This is an optimization exercise on Yosys and OpenROAD, whose aim is small area, not a production implementation. Only simulation tests tie the RTL to the original design; equivalence was not proved. The flow treats the clock pin as an ideal source, which a real chip does not have. Power and IR drop assume default switching activity.

--- flow/run.sh ---
#!/bin/bash
# Own layout flow: the standard ORFS flow, with
#  - an area-oriented synthesis: ORFS's synth.tcl without the half/full adder
#    extraction and with area ABC scripts (flow/s*.script); each script is run
#    and the smallest netlist whose registers (names and cells) are exactly the
#    standard synthesis's is used, else the standard netlist,
#  - the smallest buffer (buf_1) on every input and output port,
#  - a clock tree of small clock buffers without dummy loads,
#  - one tie cell per constant instead of one per load.
# Every tool writes its full output to a log file in the work folder.
set -euo pipefail
W=$(pwd)
F=$W/flow
R=$W/orfs/results/$FLOW_PLATFORM/Project2_top/base

# 1. the standard synthesis (the reference for the register names and cells)
bash standard.sh synth > $W/log_1_std_synth.txt 2>&1
cp $R/1_2_yosys.v $W/std_1_2_yosys.v

regs() { grep -oE '^\s*sky130_fd_sc_hd__(df|edf|sdf|dl)[a-z0-9_]* +[^ (]+' "$1" | awk '{print $1, $2}' | sort; }
regs $W/std_1_2_yosys.v > $W/std_regs.txt

# 2. our own synthesis of the same design, once per ABC script
sed -e 's/\[env_var_exists_and_non_empty ADDER_MAP_FILE\] &&/0 \&\&/' \
    -e 's#log_cmd abc {\*}$abc_args#log_cmd abc {*}[lreplace $abc_args 1 1 $::env(OWN_ABC_SCRIPT)]#' \
    $FLOW_HOME/scripts/synth.tcl > $W/own_synth.tcl
grep -q "0 &&" $W/own_synth.tcl
grep -q "OWN_ABC_SCRIPT" $W/own_synth.tcl
sed "s#source \$::env(SCRIPTS_DIR)/synth.tcl#source $W/own_synth.tcl#" $W/synth_recipe.tcl > $W/own_synth_recipe.tcl
grep -q own_synth.tcl $W/own_synth_recipe.tcl
synth_one() {
  n=$(basename $1 .script)
  mkdir -p $W/own_$n
  OWN_ABC_SCRIPT=$1 make -C $FLOW_HOME DESIGN_CONFIG=$W/config.mk WORK_HOME=$W/own_$n CLKGATE_MAP_FILE= \
      SYNTH_SCRIPT=$W/own_synth_recipe.tcl synth > $W/log_2_own_synth_$n.txt 2>&1 || true
}
export -f synth_one
export W FLOW_HOME
ls $F/s*.script | xargs -P ${NUM_CORES:-4} -I{} bash -c 'synth_one {}'
best=""; best_area=""
: > $W/log_3_netlist_choice.txt
for S in $F/s*.script; do
  n=$(basename $S .script)
  V=$W/own_$n/results/$FLOW_PLATFORM/Project2_top/base/1_2_yosys.v
  ST=$W/own_$n/reports/$FLOW_PLATFORM/Project2_top/base/synth_stat.txt
  [[ -s $V && -s $ST ]] || { echo "$n: failed" >> $W/log_3_netlist_choice.txt; continue; }
  a=$(grep 'Chip area for module' $ST | awk '{print $NF}')
  if [[ "$(regs $V)" != "$(cat $W/std_regs.txt)" ]]; then echo "$n: $a registers differ" >> $W/log_3_netlist_choice.txt; continue; fi
  echo "$n: $a" >> $W/log_3_netlist_choice.txt
  if [[ -z "$best" ]] || awk -v a=$a -v b=$best_area 'BEGIN{exit !(a<b)}'; then best=$V; best_area=$a; fi
done
if [[ -n "$best" && -s $W/std_regs.txt ]]; then
  echo "using $best ($best_area)" >> $W/log_3_netlist_choice.txt
  cp $best $R/1_2_yosys.v
  rm -f $R/1_synth.odb $R/1_synth.sdc
else
  echo "using the standard netlist" >> $W/log_3_netlist_choice.txt
fi

# 3. the rest of the standard flow
export BUFFER_PORTS_ARGS="-buffer_cell sky130_fd_sc_hd__buf_1"
export CTS_ARGS="$(cat $F/cts_args.txt)"
export SKIP_REPAIR_TIE_FANOUT=1
bash standard.sh finish > $W/log_4_layout.txt 2>&1
--- flow/cts_args.txt ---
-sink_clustering_enable -repair_clock_nets -dont_use_dummy_load -buf_list {sky130_fd_sc_hd__clkbuf_4}
--- flow/s0.script ---
strash
dc2
balance
rewrite
refactor
balance
rewrite
rewrite -z
balance
refactor -z
rewrite -z
balance
dch -f
amap -F 5 -A 5
topo
--- flow/s1.script ---
strash
&get -n
&deepsyn -T 60 -S 1
&put
dch -f
amap -F 5 -A 5
topo
--- flow/s2.script ---
strash
&get -n
&deepsyn -T 60 -S 2
&put
dch -f
amap -F 5 -A 5
topo
--- flow/s3.script ---
strash
&get -n
&deepsyn -T 60 -S 3
&put
dch -f
amap -F 5 -A 5
topo
--- flow/s4.script ---
strash
&get -n
&deepsyn -T 60 -S 4
&put
dch -f
amap -F 5 -A 5
topo
--- flow/s5.script ---
strash
dc2
balance
rewrite
refactor
balance
rewrite
rewrite -z
balance
refactor -z
rewrite -z
balance
&get -n
&deepsyn -T 60 -S 5
&put
dch -f
amap -F 5 -A 5
topo
--- flow/s6.script ---
strash
&get -n
&deepsyn -T 60 -S 6
&put
dch -f
amap
topo
--- flow/s7.script ---
strash
dc2
balance
rewrite
refactor
balance
rewrite
rewrite -z
balance
refactor -z
rewrite -z
balance
dch -f
amap
topo
--- standard.sh ---
#!/bin/bash
# synth_recipe.tcl (not shown) runs the flow's synth.tcl, then flattens the netlist and writes it again
# the make line also repeats each setting of config.mk as NAME=value (left out here)
make -C /OpenROAD-flow-scripts/flow DESIGN_CONFIG=/design/flow/config.mk WORK_HOME=/design/flow/orfs CLKGATE_MAP_FILE= SYNTH_SCRIPT=/design/flow/synth_recipe.tcl "${@:-finish}"
--- config.mk ---
export PLATFORM = sky130hd
export DESIGN_NAME = Project2_top
export DESIGN_NICKNAME = Project2_top
export VERILOG_FILES = /design/flow/design.v
export SDC_FILE = /design/flow/constraint.sdc
export NUM_CORES = 4
export LEC_CHECK = 0
export CAP_MARGIN = 20
export CORE_MARGIN = 2
export CORE_UTILIZATION = 65
export SLEW_MARGIN = 20
--- constraint.sdc ---
create_clock -name core_clock -period 10.0 [get_ports {Clk_10M}]
set_input_delay 2.0000 -clock core_clock [delete_from_list [all_inputs] [get_ports {Clk_10M}]]
set_output_delay 2.0000 -clock core_clock [all_outputs]
set_load 0.01 [all_outputs]
--- design.v ---
module Clock_divider(inClock, reset, tick);
	input inClock;
	input reset;
	output tick;
	localparam [15:0] FEEDBACK = 16'd19890;
	reg  [6:0] s;
	wire       f = FEEDBACK[{s[6], s[4], s[1], s[0]}];
	assign tick = ~s[6] & ~s[4] & s[3] & ~s[2] & ~s[0];
	always @ (posedge inClock)
	begin
		if(reset)
			s <= 7'd3;
		else
			s <= {~s[5:0], f};
	end
endmodule
module LFSR( clock, reset, tick, s1, rando);
	input 			  clock;
	input 			  reset;
	input 			  tick;
	input 			  s1;
	output reg [8:0] rando;
	wire feedback = (rando[8] ^ rando[4]) | ~|rando[7:0];
	always @ (posedge clock)
	begin
		if(reset)
			rando <= 0;
		else if(tick && s1)
			rando <= {rando[7:0],feedback};
	end
endmodule
module Count_down(clock, reset, tick, start, s1, s2, done);
	input          clock;
	input          reset;
	input          tick;
	input    [8:0] start;
	input          s1;
	input          s2;
	output reg     done;
	reg      [8:0] count;
	always @ (posedge clock)
	begin
		if(reset)
		begin
			count <= 0;
			done  <= 0;
		end
		else if(tick)
		begin
			if(s1)
				count <= start;
			else if(s2 && count != 0)
				count <= count - 1;
			done <= s2 && (count == 0);
		end
	end
endmodule
module Count_up(clock, reset, tick, s2, s3, count);
	input             clock;
	input             reset;
	input             tick;
	input             s2;
	input             s3;
	output reg [19:0] count;
	reg [19:0] next;
	reg        c;
	reg  [3:0] d;
	integer    i;
	always @ (*)
	begin
		c = tick & s3;
		for (i = 0; i < 5; i = i + 1)
		begin
			d = count[4*i +: 4];
			next[4*i + 0] = d[0] ^ c;
			next[4*i + 1] = d[1] ^ (c & d[0] & !d[3]);
			next[4*i + 2] = d[2] ^ (c & d[0] & d[1]);
			next[4*i + 3] = d[3] ^ (c & d[0] & (d[3] | (d[1] & d[2])));
			c = c & d[0] & d[3];
		end
	end
	always @ (posedge clock)
	begin
		if(reset || (tick && s2))
			count <= 0;
		else
			count <= next;
	end
endmodule
module Seven_Seg(
	input [3:0] val,
	input en,
	output reg [6:0] HEXX
	);
	always @ (*)
	begin
		if(en)
		begin
			case(val)
				0:  HEXX = 7'b1000000;
				1:  HEXX = 7'b1111001;
				2:  HEXX = 7'b0100100;
				3:  HEXX = 7'b0110000;
				4:  HEXX = 7'b0011001;
				5:  HEXX = 7'b0010010;
				6:  HEXX = 7'b0000010;
				7:  HEXX = 7'b1111000;
				8:  HEXX = 7'b0000000;
				9:  HEXX = 7'b0010000;
				10: HEXX = 7'b0001000;
				11: HEXX = 7'b0000011;
				12: HEXX = 7'b1000110;
				13: HEXX = 7'b0100001;
				14: HEXX = 7'b0000110;
				default: HEXX = 7'b0001110;
			endcase
		end
		else
			HEXX = 7'b1111111;
	end
endmodule
module Project2_top( Clk_10M, reset, HEX0, HEX1, HEX2, HEX3, HEX4, HEX5, KEY, LEDR, SW);
	input 		      Clk_10M;
	input 		      reset;
	output     [7:0]  HEX0, HEX1, HEX2, HEX3, HEX4, HEX5;
	input	     [1:0]  KEY;
	output     [9:0]  LEDR;
	input      [9:0]  SW;
	reg         deltaKEY;
	wire        tick_1K;
	reg  [1:0]  state;
	wire [8:0]  countdown;
	reg  [2:0]  shifted;
	wire        endCD;
	reg  [19:0] BCDHighScore;
	wire [19:0] BCDCurrentScore;
	wire [19:0] DISPLAY;
	wire s0 = (state == 2'd0);
	wire s1 = (state == 2'd1);
	wire s2 = (state == 2'd2);
	wire s3 = (state == 2'd3);
	Clock_divider cdiv1(Clk_10M, reset, tick_1K);
	LFSR rand1(Clk_10M, reset, tick_1K, s1, countdown);
	reg  [8:0] hist;
	integer    j;
	always @ (*)
	begin
		hist = countdown;
		for (j = 0; j < 9; j = j + 1)
			if (hist[8])
				hist = {hist[0] ^ hist[5], hist[8:1]};
		shifted = hist[7:5];
	end
	Count_down cdow1(Clk_10M, reset, tick_1K, countdown, s1, s2, endCD);
	Count_up   cup1(Clk_10M, reset, tick_1K, s2, s3, BCDCurrentScore);
	assign DISPLAY = SW[9] ? BCDHighScore : BCDCurrentScore;
	Seven_Seg SS0(DISPLAY[ 3: 0], s1, HEX0[6:0]);
	Seven_Seg SS1(DISPLAY[ 7: 4], s1, HEX1[6:0]);
	Seven_Seg SS2(DISPLAY[11: 8], s1, HEX2[6:0]);
	Seven_Seg SS3(DISPLAY[15:12], s1, HEX3[6:0]);
	Seven_Seg SS4(DISPLAY[19:16], s1, HEX4[6:0]);
	assign HEX0[7] = 1'b1;
	assign HEX1[7] = 1'b1;
	assign HEX2[7] = 1'b1;
	assign HEX3[7] = ~s1;
	assign HEX4[7] = 1'b1;
	assign HEX5 = {1'b1, ~state[1], state[1] | state[0], state[0],
	               ~state[1] & state[0], state[1] & ~state[0], 1'b0,
	               ~state[1] & state[0]};
	wire [7:0] led1h = 8'd1 << shifted;
	assign LEDR = {2'b00, s3 ? led1h : 8'd0};
	wire swled = |(SW[7:0] & led1h);
	wire cur_zero = (BCDCurrentScore == 20'd0);
	reg     best_gt;
	integer k;
	always @ (*)
	begin
		best_gt = 1'b0;
		for (k = 0; k < 20; k = k + 1)
			best_gt = (BCDHighScore[k] & ~BCDCurrentScore[k]) |
			          (BCDHighScore[k] & best_gt) | (~BCDCurrentScore[k] & best_gt);
	end
	wire ld_best = !reset && KEY[1] && (s0 || (s3 && swled && best_gt));
	always @ (posedge Clk_10M)
	begin
		if(ld_best)
			BCDHighScore <= BCDCurrentScore | (cur_zero ? 20'h1869F : 20'h0);
	end
	always @ (posedge Clk_10M)
	begin
		if(reset)
		begin
			state    <= 0;
			deltaKEY <= 0;
		end
		else if (!KEY[1])
			state <= 1;
		else if(s0)
			state <= 1;
		else if(s1)
		begin
			if(!KEY[0])
				deltaKEY <= 1;
			else if(deltaKEY)
			begin
				deltaKEY <= 0;
				state    <= 2;
			end
		end
		else if(s2)
		begin
			if(endCD && !swled)
				state <= 3;
		end
		else
		begin
			if(swled)
				state <= 1;
		end
	end
endmodule
==> impl_metrics.ini, run 1 <==
[die]
fp.dieArea_um2 = 6530
die_y_um = 80.8
fp.dieW_um = 80.8
initial_core_util = 0.684
core_area_um2 = 5610
fp-row-count = 27
num_ports = 72

[power]
p_per_area_nw_per_um2 = 117
ir_drop_mv = 0.0980
static_leak_nw = 1.37

[placement]
post_dp_hpwl_um = 6520
post_dp_cell_area_um2 = 4110
place.gp.congestion = 0.839
placement.io_buffers = 62

[routing]
detailedRoute.firstIterationViolations = 261
drt_drc_violations_left = 0
antenna_left = 0
drt-wirelength-per-cell_um = 13.4
num_vias = 3846
finalWirelength_um = 8730
drt-vias-per-instance = 5.89
detailedRoute.firstPassIterationCount = 7

[critical_path]
reg2reg_depth = 22
worstReg2RegStart = cup1.count[2]$_SDFF_PP0_
regToRegEndpoint = BCDHighScore[0]$_DFFE_PP_
critical_path.max_fanout = 21
endpoint_of_the_most_critical_setup_path = HEX4[0]
path_depth = 13
timing.critical_path.arrival_ns = 4.73
critPathMaxStageDelay_ns = 0.56
worst_setup_path_startpoint = SW[9]
slowest_stage = clkinv_1
critical_path.n_buffers_inverters = 5
criticalPathCategory = input pin to output port
r2r_slack_ns = 6.03
critPathRequiredTime_ns = 8.00
path_delay_family = buffers and inverters
timing.critical_path.to_type = output port
worst_setup_path_start_kind = input pin
path_cells = buf_1 > buf_4 > clkinv_1 > o22ai_1 > clkinv_1 > nor3_1 > o22ai_1 > nand2_1 > o21ai_0 > nor2_1 > o21a_1 > nand2b_1 > buf_1

[logic_synthesis]
yosysWarnings = 6
synthesis.area_um2 = 3840
synth_cells = 517
synthesized_area_per_cell_um2 = 7.42
synth_fp_nets = 531

[flow_run]
max_cap_viol_count = 0

[sta]
finalSetupTns_ns = 0
fin_crit_ns = 6.73
worst_case_headroom_to_the_max_slew_limit = 0.301
setup_viol = 0
fin_worst_skew_ns = 0.0269
fmax_mhz = 149
grt_setup_unrepaired = false
slew_viol_final = 0
hold-worst-slack_ns = 0.381
timing.final.crit_share = 0.673
worst_slew_pin_slew_ns = 1.04
finalHoldViolCount = 0

[clock_tree]
clk_latency_ns = 0.41
cts_setup_buffers = 0
worst_setup_hold_path_clk_slew_ns = 0.08
cts_tree = done
cts-hold-fix-buffers = 0
clockRootBuffer = clkbuf_4
clock_tree.htree_level_count = 3
ctsResizeCount = 0
clock-sinks = 69
cts_inserted_buffers = 9
clock_path_buffers = 2

[cells_and_area]
n_fill_cell = 480
postLayoutCellArea_um2 = 4180
area.growth.synth_to_final_pct = 8.94
drive_gt1_frac = 0.0224
antennaDiodeCount = 0
num-nets-final = 597

[global_routing]
grt_start_max_net_pins = 22
grt_pass1_vias = 3397
final_global_route_overflow_total = 0
grt_pass1_wl_um = 14700
gr-usage-all-layers = 0.286
antenna_found_initial = 0

[min_path]
timing.hold.worst.class = flop to flop
hold-path-cell-count = 1

[status]
status = complete, no violations
-- flip-flops by register name, summed over array words and instances, names as in the netlist --
register,flops
BCDHighScore,20
cup1.count,20
cdow1.count,9
rand1.rando,9
cdiv1.s,7
state,2
cdow1.done,1
deltaKEY,1
-- cell type report --
| cell class | count | area, um^2 | share of cell area |
|---|---|---|---|
| multi-input combinational | 362 | 1900 | 0.454 |
| sequential | 69 | 1580 | 0.378 |
| inverter | 76 | 285 | 0.0683 |
| timing repair buffer | 65 | 255 | 0.0611 |
| tap | 72 | 90.1 | 0.0216 |
| clock buffer | 9 | 67.6 | 0.0162 |
-- cells in the final DEF (no fill, tap or decap), types with 3 or more instances in the layout --
master,instances
a211oi_1,4
a21oi_1,23
a221o_1,3
a222oi_1,3
a22oi_1,8
a31oi_1,3
buf_1,62
buf_4,3
clkbuf_4,9
clkinv_1,76
dfxtp_1,49
edfxtp_1,20
nand2_1,47
nand3_1,7
nand4_1,4
nor2_1,90
nor2b_1,5
nor3_1,20
o211ai_1,4
o21a_1,3
o21ai_0,55
o221ai_1,8
o22ai_1,35
o31ai_1,3
or2_0,12
or3_1,5
-- worst min path at each step --
stage	startpoint	to	slack [ns]
after floorplan	cdiv1.s[5]$_SDFF_PP0_	cdiv1.s[6]$_SDFF_PP0_	0.36
after global placement	cdiv1.s[5]$_SDFF_PP0_	cdiv1.s[6]$_SDFF_PP0_	0.37
after detailed placement	cdiv1.s[5]$_SDFF_PP0_	cdiv1.s[6]$_SDFF_PP0_	0.37
after CTS	cdiv1.s[5]$_SDFF_PP0_	cdiv1.s[6]$_SDFF_PP0_	0.39
after global routing	cdiv1.s[5]$_SDFF_PP0_	cdiv1.s[6]$_SDFF_PP0_	0.40
final	cdiv1.s[5]$_SDFF_PP0_	cdiv1.s[6]$_SDFF_PP0_	0.38
-- layer usage --
layer,vias to the layer above,global-route usage,share of wire
met2,103,0.502,0.48
met4,0,0.0966,0.0069
met5,-,0,0
met1,1747,0.353,0.46
li1,1988,-,-
met3,8,0.0533,0.050
-- stage by stage --
step / setup slack [ns] / power [mW] / std cells / utilization
3_5_place_dp: 3.29 / 0.372 / 644 / 0.733
3_3_place_gp: 3.36 / 0.371 / 644 / 0.733
6_report: 3.27 / 0.490 / 653 / 0.745
5_1_grt: 2.92 / 0.514 / 653 / 0.745
4_1_cts: 3.29 / 0.493 / 653 / 0.745
2_1_floorplan: 4.06 / 0.352 / 517 / -
-- power breakdown --
group	leakage, nW	total [mW]	switching (mW)	internal, mW
registers	0.564	0.292	0.00222	0.290
logic	0.760	0.0743	0.0508	0.0235
clock network	0.0414	0.124	0.0820	0.0418
total	1.37	0.490	0.135	0.355
==> run 2: changes to the inputs <==
--- a/design.v
+++ b/design.v
@@ -39,4 +39,18 @@
 	output reg     done;
 	reg      [8:0] count;
+	wire zero = (count == 9'd0);
+	wire dec  = tick && s2 && !zero;
+	reg  [8:0] down;
+	reg        b;
+	integer    i;
+	always @ (*)
+	begin
+		b = dec;
+		for (i = 0; i < 9; i = i + 1)
+		begin
+			down[i] = count[i] ^ b;
+			b = b & ~count[i];
+		end
+	end
 	always @ (posedge clock)
 	begin
@@ -46,11 +60,12 @@
 			done  <= 0;
 		end
-		else if(tick)
-		begin
-			if(s1)
+		else
+		begin
+			if(tick && s1)
 				count <= start;
-			else if(s2 && count != 0)
-				count <= count - 1;
-			done <= s2 && (count == 0);
+			else
+				count <= down;
+			if(tick)
+				done <= s2 && zero;
 		end
 	end
@@ -91,32 +106,13 @@
 	input [3:0] val,
 	input en,
-	output reg [6:0] HEXX
+	output [6:0] HEXX
 	);
-	always @ (*)
-	begin
-		if(en)
-		begin
-			case(val)
-				0:  HEXX = 7'b1000000;
-				1:  HEXX = 7'b1111001;
-				2:  HEXX = 7'b0100100;
-				3:  HEXX = 7'b0110000;
-				4:  HEXX = 7'b0011001;
-				5:  HEXX = 7'b0010010;
-				6:  HEXX = 7'b0000010;
-				7:  HEXX = 7'b1111000;
-				8:  HEXX = 7'b0000000;
-				9:  HEXX = 7'b0010000;
-				10: HEXX = 7'b0001000;
-				11: HEXX = 7'b0000011;
-				12: HEXX = 7'b1000110;
-				13: HEXX = 7'b0100001;
-				14: HEXX = 7'b0000110;
-				default: HEXX = 7'b0001110;
-			endcase
-		end
-		else
-			HEXX = 7'b1111111;
-	end
+	assign HEXX[0] = ~en | (~val[3] & ~val[2] & ~val[1] & val[0]) | (~val[3] & val[2] & ~val[1] & ~val[0]) | (val[3] & val[2] & ~val[1] & val[0]) | (val[3] & ~val[2] & val[1] & val[0]);
+	assign HEXX[1] = ~en | (val[3] & val[2] & val[1]) | (val[2] & val[1] & ~val[0]) | (~val[3] & val[2] & ~val[1] & val[0]) | (val[3] & val[2] & ~val[0]) | (val[3] & val[1] & val[0]);
+	assign HEXX[2] = ~en | (val[3] & val[2] & val[1]) | (~val[3] & ~val[2] & val[1] & ~val[0]) | (val[3] & val[2] & ~val[0]);
+	assign HEXX[3] = ~en | (val[2] & val[1] & val[0]) | (~val[3] & ~val[2] & ~val[1] & val[0]) | (~val[3] & val[2] & ~val[1] & ~val[0]) | (val[3] & ~val[2] & val[1] & ~val[0]);
+	assign HEXX[4] = ~en | (~val[3] & val[0]) | (~val[2] & ~val[1] & val[0]) | (~val[3] & val[2] & ~val[1]);
+	assign HEXX[5] = ~en | (~val[3] & ~val[2] & val[0]) | (~val[3] & ~val[2] & val[1]) | (val[3] & val[2] & ~val[1] & val[0]) | (~val[3] & val[1] & val[0]);
+	assign HEXX[6] = ~en | (~val[3] & ~val[2] & ~val[1]) | (val[3] & val[2] & ~val[1] & ~val[0]) | (~val[3] & val[2] & val[1] & val[0]);
 endmodule
 module Project2_top( Clk_10M, reset, HEX0, HEX1, HEX2, HEX3, HEX4, HEX5, KEY, LEDR, SW);
==> run 2 against run 1 <==
Against the previous run:
- count of clock-buffer cells in the layout stayed put
- sequential share of layout area up 0.34 points
- flip-flop and latch count stayed put
- still clean on timing, DRC and antenna
- cell count shrank 2.6%
- maximum frequency is 5.1% lower
- non-clock buffer count increased by 1
- power up 0.61%
- register-to-register slack improved by 0.49 ns
- synthesized cell count fell by 3.5%
- via count up 1.4%
==> impl_metrics.ini, run 2 <==
[power]
ir_drop_mv = 0.0908
static_leak_nw = 1.29
p_per_area_nw_per_um2 = 119

[clock_tree]
cts_tree = done
cts_inserted_buffers = 9
clockRootBuffer = clkbuf_4
clock-sinks = 69
cts_setup_buffers = 0
ctsResizeCount = 0
cts-hold-fix-buffers = 0
clock_path_buffers = 2
clk_latency_ns = 0.40
clock_tree.htree_level_count = 3
worst_setup_hold_path_clk_slew_ns = 0.09

[cells_and_area]
num-nets-final = 580
antennaDiodeCount = 0
area.growth.synth_to_final_pct = 9.10
ff_latch_area_um2 = 1580
layout_commonest_cell = nor2_1
drive_gt1_frac = 0.0230
multi_input_comb_area_um2 = 1850
registers_with_the_highest_flip_flop_counts = BCDHighScore (20), cup1.count (20)
n_fill_cell = 456
commonest_cells_after_routing_fill_and_taps_aside = nor2_1 (84), clkinv_1 (76), buf_1 (62)

[die]
fp.dieArea_um2 = 6470
fp-row-count = 27
die_y_um = 80.4
fp.dieW_um = 80.4
core_area_um2 = 5570
initial_core_util = 0.681
num_ports = 72

[critical_path]
critical_path.max_fanout = 21
timing.critical_path.arrival_ns = 5.10
timing.critical_path.to_type = output port
slowest_stage = o22ai_1
critPathMaxStageDelay_ns = 0.60
path_cells = buf_1 > buf_4 > clkinv_1 > o22ai_1 > clkinv_1 > o22ai_1 > nor2_1 > o21ai_0 > nor2_1 > o31ai_1 > nor2_1 > nor2b_1 > o22a_1 > buf_1
critPathRequiredTime_ns = 8.00
path_delay_family = compound AO/OA/AOI/OAI gates
worst_setup_path_start_kind = input pin
critical_path.n_buffers_inverters = 5
worst_path_most_repeated_cell = nor2_1
criticalPathCategory = input pin to output port

[routing]
num_vias = 3899
drt_drc_violations_left = 0
detailedRoute.firstIterationViolations = 321
drt-wirelength-per-cell_um = 14.1
drt-vias-per-instance = 6.13
antenna_left = 0
detailedRoute.firstPassIterationCount = 5
finalWirelength_um = 8970

[global_routing]
grt_pass1_vias = 3438
final_global_route_overflow_total = 0
grt_start_max_net_pins = 22
antenna_found_initial = 0
grt_pass1_wl_um = 15000
gr-usage-all-layers = 0.294

[placement]
post_dp_hpwl_um = 6520
placement.io_buffers = 62
place.gp.congestion = 0.853
detailedPlace.worstSlack_ns = 3.00

[logic_synthesis]
synthesis.area_um2 = 3800
synth_cells = 499
synth_fp_nets = 513
synthesized_area_per_cell_um2 = 7.61
yosysWarnings = 5

[sta]
slew_viol_final = 0
finalSetupTns_ns = 0
fin_worst_skew_ns = 0.0184
fin_crit_ns = 7.10
grt_setup_unrepaired = false
timing.final.crit_share = 0.710
fmax_mhz = 141
worst_slew_pin_slew_ns = 0.973
worst_case_headroom_to_the_max_slew_limit = 0.346
finalHoldViolCount = 0
setup_viol = 0
worst_case_setup_margin_in_the_final_layout_ns = 2.90

[min_path]
timing.hold.worst.class = flop to flop

[flow_run]
max_cap_viol_count = 0

[status]
status = complete, no violations
==> run 2: power breakdown <==
| group | leakage [nW] | total, mW | switching, mW | internal [mW] |
|---|---|---|---|---|
| sequential | 0.531 | 0.294 | 0.00304 | 0.291 |
| clock | 0.0414 | 0.125 | 0.0832 | 0.0418 |
| combinational | 0.721 | 0.0741 | 0.0511 | 0.0230 |
| total | 1.29 | 0.493 | 0.137 | 0.356 |
==> run 2: layout make-up <==
class,count,share of cell area
Clock buffer,9,0.0163
Inverter,76,0.0689
Multi-Input combinational cell,344,0.448
Sequential cell,69,0.382
Tap cell,72,0.0218
Timing Repair Buffer,66,0.0634
==> run 2: per-stage QoR <==
stage | hold slack [ns] | instance area (um^2) | utilization | std cells | total power [mW]
floorplan | 0.363 | 3800 | - | 499 | 0.352
global placement | 0.368 | 4070 | 0.731 | 627 | 0.371
detailed placement | 0.377 | 4070 | 0.731 | 627 | 0.374
CTS | 0.395 | 4140 | 0.743 | 636 | 0.492
global route | 0.419 | 4140 | 0.743 | 636 | 0.515
finish | 0.390 | 4140 | 0.743 | 636 | 0.493
==> run 2: layer usage <==
metal  vias to the layer above  global-route usage  part of all wire
li1                       1947                   -                 -
met1                      1799               0.366              0.45
met2                       132               0.518              0.49
met3                        21              0.0618             0.053
met4                         0              0.0729             0.013
met5                         -                   0                 0
==> run 2: worst register-to-register path: stages (launching register included) <==
cell,delay (ns)
dfxtp_1,0.36
clkinv_1,0.11
nor2_1,0.05
nor3b_1,0.17
a221o_1,0.13
o221ai_1,0.10
a222oi_1,0.28
o22ai_1,0.14
o21ai_0,0.10
a222oi_1,0.09
nor3_1,0.15
a221o_1,0.13
o221ai_1,0.10
nand2_1,0.08
o221ai_1,0.10
nand2_1,0.08
o221ai_1,0.13
nand2_1,0.09
o221ai_1,0.11
nand2_1,0.07
o211a_1,0.15
nor2_1,0.04
nor2_1,0.08
buf_4,0.30
==> run 2: final timing paths <==
kind | start | to | slack [ns] | cells past startpoint
hold / removal | cdiv1.s[5]$_SDFF_PP0_ | cdiv1.s[6]$_SDFF_PP0_ | 0.39 | 1
hold reg to reg | cdiv1.s[5]$_SDFF_PP0_ | cdiv1.s[6]$_SDFF_PP0_ | 0.39 | 1
setup reg to reg | cup1.count[1]$_SDFF_PP0_ | BCDHighScore[14]$_DFFE_PP_ | 6.52 | 23
setup / recovery | SW[9] | HEX2[6] | 2.90 | 14
==> run 3: changes to the inputs <==
--- a/design.v
+++ b/design.v
@@ -166,5 +166,5 @@
 	wire [7:0] led1h = 8'd1 << shifted;
 	assign LEDR = {2'b00, s3 ? led1h : 8'd0};
-	wire swled = |(SW[7:0] & led1h);
+	wire swled = SW[shifted];
 	wire cur_zero = (BCDCurrentScore == 20'd0);
 	reg     best_gt;
--- a/flow/run.sh
+++ b/flow/run.sh
@@ -2,9 +2,11 @@
 # Own layout flow: the standard ORFS flow, with
 #  - an area-oriented synthesis: ORFS's synth.tcl without the half/full adder
-#    extraction and with area ABC scripts (flow/s*.script); each script is run
+#    extraction and with area ABC scripts (flow/s*.script, several seeds of ABC's deepsyn);
+#    each script is run
 #    and the smallest netlist whose registers (names and cells) are exactly the
 #    standard synthesis's is used, else the standard netlist,
 #  - the smallest buffer (buf_1) on every input and output port,
-#  - a clock tree of small clock buffers without dummy loads,
+#  - a clock tree of small clock buffers without dummy loads, where a buffer
+#    whose output slew is high is upsized after CTS (flow/post_cts.tcl),
 #  - one tie cell per constant instead of one per load.
 # Every tool writes its full output to a log file in the work folder.
@@ -62,3 +64,4 @@
 export CTS_ARGS="$(cat $F/cts_args.txt)"
 export SKIP_REPAIR_TIE_FANOUT=1
+export POST_CTS_TCL=$F/post_cts.tcl CLK_UPSIZE_SLEW=0.100
 bash standard.sh finish > $W/log_4_layout.txt 2>&1
==> flow/post_cts.tcl (new file) <==
estimate_parasitics -placement
set changed 0
foreach inst [get_cells *] {
  if {[get_property $inst ref_name] != "sky130_fd_sc_hd__clkbuf_4"} continue
  set name [get_full_name $inst]
  set s [get_property [get_pins $name/X] slew_max]
  puts "clock buffer $name output slew $s"
  if {$s > $::env(CLK_UPSIZE_SLEW)} {
    replace_cell $inst sky130_fd_sc_hd__clkbuf_8
    incr changed
    puts "  upsized to clkbuf_8"
  }
}
if {$changed > 0} {
  detailed_placement
  check_placement -verbose
  estimate_parasitics -placement
}
set m 0
foreach p [get_pins -hierarchical */CLK] { set s [get_property $p slew_max]; if {$s > $m} {set m $s} }
puts "largest register clock pin slew after upsizing: $m"
==> flow/s00.script (new file) <==
strash
dc2
balance
rewrite
refactor
balance
rewrite
rewrite -z
balance
refactor -z
rewrite -z
balance
dch -f
amap -F 5 -A 5
topo
==> flow/s01.script (new file) <==
strash
&get -n
&deepsyn -T 60 -S 1
&put
dch -f
amap -F 5 -A 5
topo
==> flow/s02.script (new file) <==
strash
&get -n
&deepsyn -T 60 -S 2
&put
dch -f
amap -F 5 -A 5
topo
==> flow/s03.script (new file) <==
strash
&get -n
&deepsyn -T 60 -S 3
&put
dch -f
amap -F 5 -A 5
topo
==> flow/s04.script (new file) <==
strash
&get -n
&deepsyn -T 60 -S 4
&put
dch -f
amap -F 5 -A 5
topo
==> flow/s05.script (new file) <==
strash
&get -n
&deepsyn -T 60 -S 1 -t
&put
dch -f
amap -F 5 -A 5
topo
==> flow/s06.script (new file) <==
strash
&get -n
&deepsyn -T 60 -S 2 -t
&put
dch -f
amap -F 5 -A 5
topo
==> flow/s07.script (new file) <==
strash
&get -n
&deepsyn -T 60 -S 3 -t
&put
dch -f
amap -F 5 -A 5
topo
==> flow/s08.script (new file) <==
strash
&get -n
&deepsyn -T 60 -S 4 -t
&put
dch -f
amap -F 5 -A 5
topo
==> flow/s09.script (new file) <==
strash
dc2
balance
rewrite
refactor
balance
rewrite
rewrite -z
balance
refactor -z
rewrite -z
balance
&get -n
&deepsyn -T 60 -S 5
&put
dch -f
amap -F 5 -A 5
topo
==> flow/s10.script (new file) <==
strash
dc2
balance
rewrite
refactor
balance
rewrite
rewrite -z
balance
refactor -z
rewrite -z
balance
&get -n
&deepsyn -T 60 -S 5 -t
&put
dch -f
amap -F 5 -A 5
topo
==> flow/s11.script (new file) <==
strash
dc2
balance
rewrite
refactor
balance
rewrite
rewrite -z
balance
refactor -z
rewrite -z
balance
&get -n
&deepsyn -T 60 -S 6 -t
&put
dch -f
amap -F 5 -A 5
topo
removed: flow/s0.script
removed: flow/s1.script
removed: flow/s2.script
removed: flow/s3.script
removed: flow/s4.script
removed: flow/s5.script
removed: flow/s6.script
removed: flow/s7.script
==> run 3 against run 2 <==
Against the previous run:
- cell count is 1.1% higher
- count of clock-buffer cells in the layout unchanged
- largest power group unchanged
- wire length increased by 3.0%
- sequential power barely moved
- maximum frequency up 2.3%
- power is 4.9% higher
- worst setup slack gained 0.16 ns
- global-route usage is essentially flat
- first-iteration DRC count increased by 2.5%
- worst hold slack worse by 0.0025 ns
==> impl_metrics.ini, run 3 <==
[cells_and_area]
area.growth.synth_to_final_pct = 9.71
layout_commonest_cell = clkinv_1
ff_latch_area_um2 = 1580
num-nets-final = 587
commonest_cells_after_routing_fill_and_taps_aside = clkinv_1 (75), nor2_1 (65), buf_1 (62)
antennaDiodeCount = 0
multi_input_comb_area_um2 = 1870
drive_gt1_frac = 0.0228
registers_with_the_highest_flip_flop_counts = BCDHighScore (20), cup1.count (20)
final_cell_count_no_fill = 643
n_fill_cell = 467
postLayoutCellArea_um2 = 4180
post-route-util = 0.750

[sta]
finalHoldViolCount = 0
fin_crit_ns = 6.93
worst_case_setup_margin_in_the_final_layout_ns = 3.07
timing.final.crit_share = 0.693
setup_viol = 0
finalSetupTns_ns = 0
fin_worst_skew_ns = 0.0259
worst_slew_pin_slew_ns = 0.984
hold-worst-slack_ns = 0.388
worst_case_headroom_to_the_max_slew_limit = 0.339
grt_setup_unrepaired = false
slew_viol_final = 0
fmax_mhz = 144

[logic_synthesis]
synth_fp_nets = 520
synth_cells = 506
yosysWarnings = 5
synthesized_area_per_cell_um2 = 7.53
synthesis.area_um2 = 3810

[global_routing]
grt_pass1_wl_um = 15000
gr-usage-all-layers = 0.294
grt_start_max_net_pins = 22
final_global_route_overflow_total = 0
grt_pass1_vias = 3375
antenna_found_initial = 0

[critical_path]
worstReg2RegStart = rand1.rando[5]$_SDFFE_PP0P_
critical_path.n_buffers_inverters = 5
endpoint_of_the_most_critical_setup_path = HEX4[6]
path_depth = 12
worst_setup_path_start_kind = input pin
timing.critical_path.to_type = output port
r2r_slack_ns = 6.52
critical_path.max_fanout = 21
criticalPathCategory = input pin to output port
timing.critical_path.arrival_ns = 4.93
critPathMaxStageDelay_ns = 0.61
path_cells = buf_1 > buf_4 > clkinv_1 > o22ai_1 > clkinv_1 > o22ai_1 > nor2_1 > o21ai_0 > o21a_1 > o21ai_0 > o211ai_1 > buf_1
regToRegEndpoint = BCDHighScore[19]$_DFFE_PP_
slowest_stage = o22ai_1
reg2reg_depth = 12
path_delay_family = compound AO/OA/AOI/OAI gates
critPathRequiredTime_ns = 8.00
worst_setup_path_startpoint = SW[9]

[die]
core_area_um2 = 5570
fp.dieArea_um2 = 6490
die_y_um = 80.6
initial_core_util = 0.684
fp.dieW_um = 80.6
num_ports = 72
fp-row-count = 27

[clock_tree]
worst_setup_hold_path_clk_slew_ns = 0.07
clock-sinks = 69
clk_latency_ns = 0.35
cts_tree = done

[power]
ir_drop_mv = 0.0954
p_per_area_nw_per_um2 = 124
total_power_mw = 0.517
static_leak_nw = 1.34

[status]
status = complete, no violations

[routing]
drt-vias-per-instance = 6.07
detailedRoute.firstPassIterationCount = 5
antenna_left = 0
finalWirelength_um = 9240
num_vias = 3901
drt_drc_violations_left = 0
drt-wirelength-per-cell_um = 14.4
detailedRoute.firstIterationViolations = 329

[placement]
detailedPlace.worstSlack_ns = 3.10
place.gp.congestion = 0.891
post_dp_cell_area_um2 = 4090
placement.io_buffers = 62
post_dp_hpwl_um = 6590
numPlacedInstances = 634

[min_path]
timing.hold.worst.class = flop to flop
hold-path-cell-count = 1

[flow_run]
max_cap_viol_count = 0
==> run 3: cell count changes in the layout (fill, tap and decap cells not counted), moves of 6 or more <==
cell / delta
o211ai_1: -6
o21ai_0: +7
nand3_1: +7
nor2_1: -19
nand2_1: +10
==> run 3: area by class of cell <==
cell class              instances  area share
multi-input cells             352       0.448
inverters                      75      0.0673
flip-flops and latches         69       0.378
well taps                      72      0.0215
clock buffers                   9      0.0221
repair buffers                 66      0.0628
==> run 3: how the worst min path moves through the flow <==
stage | start | to | slack [ns]
final | cdiv1.s[5]$_SDFF_PP0_ | cdiv1.s[6]$_SDFF_PP0_ | 0.39
after floorplan | cdiv1.s[5]$_SDFF_PP0_ | cdiv1.s[6]$_SDFF_PP0_ | 0.36
after detailed placement | cdiv1.s[5]$_SDFF_PP0_ | cdiv1.s[6]$_SDFF_PP0_ | 0.38
after global placement | cdiv1.s[5]$_SDFF_PP0_ | cdiv1.s[6]$_SDFF_PP0_ | 0.37
after global routing | cdiv1.s[5]$_SDFF_PP0_ | cdiv1.s[6]$_SDFF_PP0_ | 0.41
==> run 3: report_power, final <==
part	switching, mW	internal [mW]
registers	0.00283	0.291
clock network	0.0866	0.0594
logic	0.0531	0.0247
==> run 3: routing by layer <==
| metal | track usage | part of all wire |
|---|---|---|
| met1 | 0.388 | 0.46 |
| met2 | 0.489 | 0.47 |
| met3 | 0.0562 | 0.050 |
| met4 | 0.0881 | 0.011 |
| met5 | 0 | 0 |
==> run 4: changes to the inputs <==
--- a/flow/run.sh
+++ b/flow/run.sh
@@ -7,6 +7,7 @@
 #    standard synthesis's is used, else the standard netlist,
 #  - the smallest buffer (buf_1) on every input and output port,
-#  - a clock tree of small clock buffers without dummy loads, where a buffer
-#    whose output slew is high is upsized after CTS (flow/post_cts.tcl),
+#  - a clock tree of small clock buffers without dummy loads, where a leaf
+#    buffer with a register clock pin over CLK_MAX_SLEW is upsized after CTS
+#    (flow/post_cts.tcl),
 #  - one tie cell per constant instead of one per load.
 # Every tool writes its full output to a log file in the work folder.
@@ -64,4 +65,4 @@
 export CTS_ARGS="$(cat $F/cts_args.txt)"
 export SKIP_REPAIR_TIE_FANOUT=1
-export POST_CTS_TCL=$F/post_cts.tcl CLK_UPSIZE_SLEW=0.100
+export POST_CTS_TCL=$F/post_cts.tcl CLK_MAX_SLEW=0.112
 bash standard.sh finish > $W/log_4_layout.txt 2>&1
==> flow/post_cts.tcl (replaced) <==
# POST_CTS hook: keep every register clock pin's slew (placement estimate)
# at most CLK_MAX_SLEW ns. A leaf clock buffer (clkbuf_4) with a clock pin
# over it becomes a clkbuf_8; if a pin is still over it, so does the root.
proc clk_sink_slew {net} {
  set m 0
  foreach p [get_pins -of_objects [get_nets $net]] {
    if {[get_property $p direction] != "input"} continue
    set s [get_property $p slew_max]
    if {$s > $m} { set m $s }
  }
  return $m
}
proc worst_clk_pin_slew {} {
  set m 0
  foreach p [get_pins -hierarchical */CLK] { set s [get_property $p slew_max]; if {$s > $m} {set m $s} }
  return $m
}
set limit $::env(CLK_MAX_SLEW)
estimate_parasitics -placement
set changed 0
set root ""
foreach inst [get_cells *] {
  if {[get_property $inst ref_name] != "sky130_fd_sc_hd__clkbuf_4"} continue
  set name [get_full_name $inst]
  set out [get_nets -of_objects [get_pins $name/X]]
  set drives_regs 0
  foreach p [get_pins -of_objects $out] { if {[get_property $p lib_pin_name] == "CLK"} { set drives_regs 1 } }
  if {!$drives_regs} { lappend root $inst; continue }
  set s [clk_sink_slew [get_full_name $out]]
  puts "leaf clock buffer $name: worst clock pin slew $s"
  if {$s > $limit} {
    replace_cell $inst sky130_fd_sc_hd__clkbuf_8
    incr changed
    puts "  upsized to clkbuf_8"
  }
}
if {$changed > 0} { detailed_placement; estimate_parasitics -placement }
set w [worst_clk_pin_slew]
puts "worst clock pin slew: $w"
if {$w > $limit} {
  foreach inst $root {
    replace_cell $inst sky130_fd_sc_hd__clkbuf_8
    puts "root clock buffer [get_full_name $inst] upsized to clkbuf_8"
  }
  detailed_placement
  estimate_parasitics -placement
  puts "worst clock pin slew: [worst_clk_pin_slew]"
}
check_placement -verbose
==> run 4 against run 3 <==
Against the previous run:
- non-clock buffer count unchanged
- utilization decreased by 0.34 points
- flip-flop and latch count unchanged
- design area decreased by 0.45%
- sequential power about the same
- combinational power about the same
- largest cell class unchanged
- highest routed layer unchanged
==> impl_metrics.ini, run 4 <==
[critical_path]
critPathRequiredTime_ns = 8.00
path_cells = buf_1 > buf_4 > clkinv_1 > o22ai_1 > clkinv_1 > o22ai_1 > nor2_1 > o21ai_0 > o21a_1 > o21ai_0 > o211ai_1 > buf_1
worstReg2RegStart = rand1.rando[5]$_SDFFE_PP0P_
critical_path.max_fanout = 21
path_delay_family = compound AO/OA/AOI/OAI gates
r2r_slack_ns = 6.54
slowest_stage = o22ai_1
criticalPathCategory = input pin to output port
critPathMaxStageDelay_ns = 0.62
worst_setup_path_start_kind = input pin
timing.critical_path.to_type = output port
reg2reg_depth = 12
timing.critical_path.arrival_ns = 4.98
critical_path.n_buffers_inverters = 5
regToRegEndpoint = BCDHighScore[13]$_DFFE_PP_
worst_setup_path_startpoint = SW[9]

[cells_and_area]
num-nets-final = 587
registers_with_the_highest_flip_flop_counts = BCDHighScore (20), cup1.count (20)
final_cell_count_no_fill = 643
postLayoutCellArea_um2 = 4160
drive_gt1_frac = 0.0228
layout_commonest_cell = clkinv_1
commonest_cells_after_routing_fill_and_taps_aside = clkinv_1 (75), nor2_1 (65), buf_1 (62)
area.growth.synth_to_final_pct = 9.22
antennaDiodeCount = 0

[logic_synthesis]
synth_cells = 506
synth_fp_nets = 520
synthesis.area_um2 = 3810
yosysWarnings = 5
synthesized_area_per_cell_um2 = 7.53

[placement]
post_dp_hpwl_um = 6590
post_dp_cell_area_um2 = 4090
numPlacedInstances = 634
placement.io_buffers = 62
detailedPlace.worstSlack_ns = 3.10
place.gp.congestion = 0.891

[global_routing]
grt_pass1_wl_um = 14900
globalRouteMet1Util = 0.387
grt_pass1_vias = 3368
busiest_layer_in_global_routing = met2
antenna_found_initial = 0
global_route.usage.met3 = 0.0562
grt_use_met2 = 0.486
grt_start_max_net_pins = 22
final_global_route_overflow_total = 0
gr-usage-all-layers = 0.293

[routing]
antenna_left = 0
drt_drc_violations_left = 0
detailedRoute.firstPassIterationCount = 5
drt-wirelength-per-cell_um = 14.3
detailedRoute.firstIterationViolations = 309
finalWirelength_um = 9200
drt-vias-per-instance = 6.13
num_vias = 3942

[die]
core_area_um2 = 5570
num_ports = 72
die_y_um = 80.6
fp.dieArea_um2 = 6490
fp-row-count = 27
fp.dieW_um = 80.6
initial_core_util = 0.684

[sta]
slew_viol_final = 0
worst_case_setup_margin_in_the_final_layout_ns = 3.02
fin_worst_skew_ns = 0.0318
finalHoldViolCount = 0
fmax_mhz = 143
setup_viol = 0
hold-worst-slack_ns = 0.394
worst_case_headroom_to_the_max_slew_limit = 0.373
grt_setup_unrepaired = false
finalSetupTns_ns = 0
timing.final.crit_share = 0.698
worst_slew_pin_slew_ns = 0.933
fin_crit_ns = 6.98

[power]
ir_drop_mv = 0.0951
static_leak_nw = 1.33
p_per_area_nw_per_um2 = 121

[status]
status = complete, no violations

[clock_tree]
cts_tree = done
clock-sinks = 69
worst_setup_hold_path_clk_slew_ns = 0.10
clk_latency_ns = 0.41

[flow_run]
max_cap_viol_count = 0

[min_path]
min-delay-start = cdiv1.s[5]$_SDFF_PP0_
min_delay_worst_endpoint = cdiv1.s[6]$_SDFF_PP0_
hold-path-cell-count = 1
timing.hold.worst.class = flop to flop
[run 4: cell type report]
type	count	area, um^2
clock buffers	9	73.8
flip-flops and latches	69	1580
inverters	75	282
well taps	72	90.1
repair buffers	66	263
fillers	469	1410
multi-input cells	352	1870
[run 4: power breakdown]
group | switching (mW) | internal, mW | leakage, nW
clock | 0.0855 | 0.0461 | 0.0440
combinational | 0.0532 | 0.0247 | 0.729
sequential | 0.00280 | 0.291 | 0.558
total | 0.141 | 0.361 | 1.33
[run 4: worst reg2reg max path: cells and delay by family (launching register included)]
kind	cells	cell delay [ns]
AO/OA/AOI/OAI	7	1.77
buffers and inverters	3	0.75
flip-flops	1	0.41
AND/OR/NAND/NOR	2	0.21
[run 4: per-stage QoR]
| step | power, mW | utilization |
|---|---|---|
| final | 0.503 | 0.747 |
| after floorplan | 0.354 | - |
| after detailed placement | 0.377 | 0.734 |
| after global placement | 0.375 | 0.734 |
| after global routing | 0.523 | 0.747 |
[run 4: how the worst max path moves through the flow]
stage          cells after the start  slack [ns]       to
5_1_grt                           12        2.72  HEX4[6]
3_5_place_dp                      12        3.10  HEX4[6]
3_3_place_gp                      12        3.22  HEX4[6]
6_report                          12        3.02  HEX4[6]
2_1_floorplan                      9        4.25  HEX4[6]
[run 4: metal layers]
metal	part of all wire	wire length [um]
met5	0	0
met4	0.011	103
met3	0.064	587
met2	0.47	4350
met1	0.45	4160

-- separate check: timing with driven ports --
No port has a modelled driver above. Below, the same layouts with a new extraction and two added sets of constraints.
Step 1 sets driving cells, clkbuf_16 on the clock port and buf_2 on the other inputs (assumed; they add their load-dependent delay and slew).
Step 2 moves the port delays by t, midway between the first and last clock arrival at a register: inputs arrive t later, outputs are due t later. That takes back most of the time a late clock gives input paths.
Slacks: ideal ports / drivers / drivers and shift; pairs: ideal ports / drivers.
| run | t (ns) | setup slack, ns | clock arrival spread, ns |
|---|---|---|---|
| run 1 | 0.422 | 3.267 / 3.246 / 3.246 | 0.027 / 0.027 |
| run 2 | 0.421 | 2.904 / 2.883 / 2.883 | 0.018 / 0.019 |
| run 3 | 0.365 | 3.066 / 3.041 / 3.041 | 0.026 / 0.026 |
| run 4 | 0.426 | 3.023 / 2.999 / 2.999 | 0.032 / 0.032 |
After both steps every run listed still meets setup and hold. The setup slack of run 3, which loses most, moves by -0.025 ns with the drivers and by -0.025 ns with both steps.
